This is an optimization exercise on Yosys and OpenROAD, whose aim is small area, not a production implementation.
Function was checked by simulation only, so behaviour that the tests miss may differ from the original.

==> inputs of run a <==
Design filter, start of the top module:
module filter (
input logic clk, enable,
input logic signed [15:0] inData,
output logic signed [15:0] outData
);
export LEC_CHECK = 0
export CAP_MARGIN = 20
export CORE_MARGIN = 2
export CORE_UTILIZATION = 45
export CTS_BUF_LIST = sky130_fd_sc_hd__clkbuf_8
export CTS_CLUSTER_DIAMETER = 50
export CTS_CLUSTER_SIZE = 20
export GPL_TIMING_DRIVEN = 0
export SLEW_MARGIN = 20
export SYNTH_HIERARCHICAL = 1
create_clock -name core_clock -period 6.5 [get_ports {clk}]
run.sh (not shown) runs the stock make flow with config.mk's settings and CLKGATE_MAP_FILE= SYNTH_SCRIPT=/design/flow/synth_recipe.tcl, a recipe that flattens the netlist after the stock synthesis.
==> run b (differences from run a) <==
- CTS_CLUSTER_DIAMETER: 50 -> 55
- CTS_CLUSTER_SIZE: 20 -> 22
==> impl_metrics.yaml <==
cells_and_area:
  diodes: 1
  layout_common_cells: "fa_1, edfxtp_1, inv_1"
cts:
  clk_pin_slew_ps: 100
run_status:
  status: "complete, no violations"
That was run a.
==> impl_metrics.yaml <==
timing:
  setup_tns_ps: 0
cts:
  cts_tree: "yes"
worst_setup_path:
  crit_family: "adder cells"
cells_and_area:
  diodes: 2
  layout_common_cells: "fa_1, edfxtp_1, inv_1"
run_status:
  status: "complete, no violations"
detailed_routing:
  drt_iter0_markers: 1760
die:
  die_y_microns: 334
That was run b.

==> job 6070: inputs <==
filter, a different RTL version from the one above (not shown whole).
Settings: LEC_CHECK=0, CAP_MARGIN=20, CORE_MARGIN=2, CORE_UTILIZATION=65, CTS_BUF_LIST=sky130_fd_sc_hd__clkbuf_8, CTS_CLUSTER_DIAMETER=50, CTS_CLUSTER_SIZE=20, GPL_TIMING_DRIVEN=0, SLEW_MARGIN=20, SYNTH_HIERARCHICAL=1; clock period 6.5 ns.
==> job 9904 (differences from job 6070) <==
- CORE_UTILIZATION: 65 -> 45
- CTS_CLUSTER_DIAMETER: 50 -> 60
- CTS_CLUSTER_SIZE: 20 -> 26
==> job 7093 (differences from job 6070) <==
- CORE_UTILIZATION: 65 -> 45
- CTS_BUF_LIST: sky130_fd_sc_hd__clkbuf_8 -> sky130_fd_sc_hd__clkbuf_16
- CTS_CLUSTER_DIAMETER: 50 -> 60
- CTS_CLUSTER_SIZE: 20 -> 30
==> results.txt <==
Routed wire length: job 9904 > job 7093 > job 6070. Worst setup slack, highest first: job 7093, job 9904, job 6070. In job 6070 the die area is lower than in job 9904, by 30%. Cell count: job 6070 < job 7093 < job 9904. Sequential share of layout area: job 7093 < job 9904 < job 6070. Synthesized area is the same in job 6070 and job 9904.

==> inputs of wip/nickel <==
RTL: one of the versions met above, not the one the previous note started from.
==> flow/config.mk <==
export PLATFORM = sky130hd
export DESIGN_NAME = filter
export DESIGN_NICKNAME = filter
export VERILOG_FILES = /design/flow/design.v
export SDC_FILE = /design/flow/constraint.sdc
export NUM_CORES = 4
export LEC_CHECK = 0
export CAP_MARGIN = 5
export CORE_MARGIN = 2
export CORE_UTILIZATION = 45
export CTS_BUF_LIST = sky130_fd_sc_hd__clkbuf_8
export CTS_CLUSTER_DIAMETER = 50
export CTS_CLUSTER_SIZE = 20
export GPL_TIMING_DRIVEN = 0
export SLEW_MARGIN = 5
export SYNTH_HIERARCHICAL = 1
==> flow/constraint.sdc <==
create_clock -name core_clock -period 6.5 [get_ports {clk}]
set_input_delay 1.3000 -clock core_clock [delete_from_list [all_inputs] [get_ports {clk}]]
set_output_delay 1.3000 -clock core_clock [all_outputs]
set_load 0.01 [all_outputs]
==> inputs of wip/amber, as changes to wip/nickel <==
Settings changed: CAP_MARGIN 5 to 20, CTS_CLUSTER_DIAMETER 50 to 55, CTS_CLUSTER_SIZE 20 to 22, PLACE_DENSITY set to 0.75, SLEW_MARGIN 5 to 20.
==> results.txt <==
quantity	wip/nickel	wip/amber
Status	finished clean	finished clean
Routed length on met2	73.9 mm	71.3 mm
Slew at the pin with the worst max-slew slack	1.18 ns	0.874 ns
Largest net degree at the start of global routing	121	114
Clk Latency, worst-skew pair	0.79 ns	0.76 ns
Routed wl met3	7.41 mm	7.76 mm
Total CTS buffers	80	69
Count of clock buffers in the final design	81	72
Number of cells upsized or downsized after cts	0	1
Fraction of layout cells with a size suffix above 1	6.07%	5.48%
Layout Skew	0.0555 ns	0.0785 ns

==> trial 32 <==
Starting RTL as in the previous note.
==> flow/config.mk <==
export PLATFORM = sky130hd
export DESIGN_NAME = filter
export DESIGN_NICKNAME = filter
export VERILOG_FILES = /design/flow/design.v
export SDC_FILE = /design/flow/constraint.sdc
export NUM_CORES = 4
export LEC_CHECK = 0
export CAP_MARGIN = 20
export CORE_MARGIN = 2
export CORE_UTILIZATION = 58
export CTS_BUF_LIST = sky130_fd_sc_hd__clkbuf_8
export CTS_CLUSTER_DIAMETER = 55
export CTS_CLUSTER_SIZE = 22
export GPL_TIMING_DRIVEN = 0
export PLACE_DENSITY = 0.8
export SLEW_MARGIN = 20
export SYNTH_HIERARCHICAL = 1
==> flow/constraint.sdc <==
create_clock -name core_clock -period 6.5 [get_ports {clk}]
set_input_delay 1.3000 -clock core_clock [delete_from_list [all_inputs] [get_ports {clk}]]
set_output_delay 1.3000 -clock core_clock [all_outputs]
set_load 0.01 [all_outputs]
==> build 72 (differences from trial 32) <==
Settings changed: CORE_UTILIZATION 58 to 45, PLACE_DENSITY 0.8 to 0.88.
==> impl_metrics.py <==
metrics = {
    "outcome": {
        "status": "timing/DRC/antenna clean",
    },
    "routing": {
        "dr.pass1.iters": 7,
        "viasPerCell": 5.94,
    },
    "critical_path": {
        "timing.reg2reg.setup_slack_ps": 130,
        "arrival_ps": 7020,
    },
    "cells_and_area": {
        "design_area_um2": 52200,
        "buf_share_pct": 0.905,
    },
    "timing": {
        "finalCritPeriodShare_pct": 98.0,
    },
    "placement": {
        "dpl.hpwl_um": 121000,
    },
}
Source of the figures above: trial 32

==> impl_metrics.py <==
metrics = {
    "outcome": {
        "status": "timing/DRC/antenna clean",
    },
    "critical_path": {
        "arrival_ps": 6910,
        "timing.reg2reg.setup_slack_ps": 180,
        "worst-setup-path-type": "reg2reg",
        "crit_required_ps": 7090,
    },
    "clocking": {
        "clock_path_buffers": 3,
    },
    "routing": {
        "dr.pass1.iters": 5,
        "viasPerCell": 5.53,
    },
    "synth": {
        "synth_cells": 2482,
    },
    "placement": {
        "dpl.hpwl_um": 115000,
    },
    "cells_and_area": {
        "buf_share_pct": 0.899,
    },
}
Source of the figures above: build 72

what the ideal ports hide:
Ports are ideal in the flow. The routed layouts listed here were re-timed in OpenROAD. Step 1 assumes that a clkbuf_16 drives the clock port and a buf_2 every other input. Step 2 adds t to the input delays and takes it off the output delays; t is the mean of the earliest and latest rising clock arrival at the registers after step 1. Input paths then give back, and output paths get back, about the clock's delay inside the block. Slacks: ideal ports / drivers / drivers and shift; pairs: ideal ports / drivers.
| run | t, ns | setup WS [ns] | clock arrival spread, ns | worst register clock-pin slew, ns | worst data-port slew with drivers (ns) |
|---|---|---|---|---|---|
| run a | 0.821 | 0.140 / 0.140 / 0.140 | 0.060 / 0.059 | 0.11 / 0.11 | 0.05 |
| run b | 0.810 | 0.121 / 0.121 / 0.121 | 0.060 / 0.061 | 0.12 / 0.12 | 0.05 |
| job 6070 | 0.804 | 0.089 / 0.089 / 0.089 | 0.058 / 0.058 | 0.11 / 0.11 | 0.05 |
| job 9904 | 0.820 | 0.094 / 0.094 / 0.094 | 0.064 / 0.064 | 0.13 / 0.13 | 0.05 |
| job 7093 | 0.738 | 0.106 / 0.106 / 0.106 | 0.044 / 0.044 | 0.09 / 0.09 | 0.05 |
| wip/nickel | 0.828 | 0.153 / 0.153 / 0.153 | 0.058 / 0.058 | 0.10 / 0.10 | 0.05 |
| wip/amber | 0.786 | 0.167 / 0.167 / 0.167 | 0.078 / 0.078 | 0.12 / 0.12 | 0.05 |
| trial 32 | 0.822 | 0.128 / 0.128 / 0.128 | 0.057 / 0.057 | 0.12 / 0.12 | 0.05 |
| build 72 | 0.786 | 0.181 / 0.181 / 0.181 | 0.070 / 0.070 | 0.12 / 0.12 | 0.05 |
After both steps every run listed still meets setup and hold.
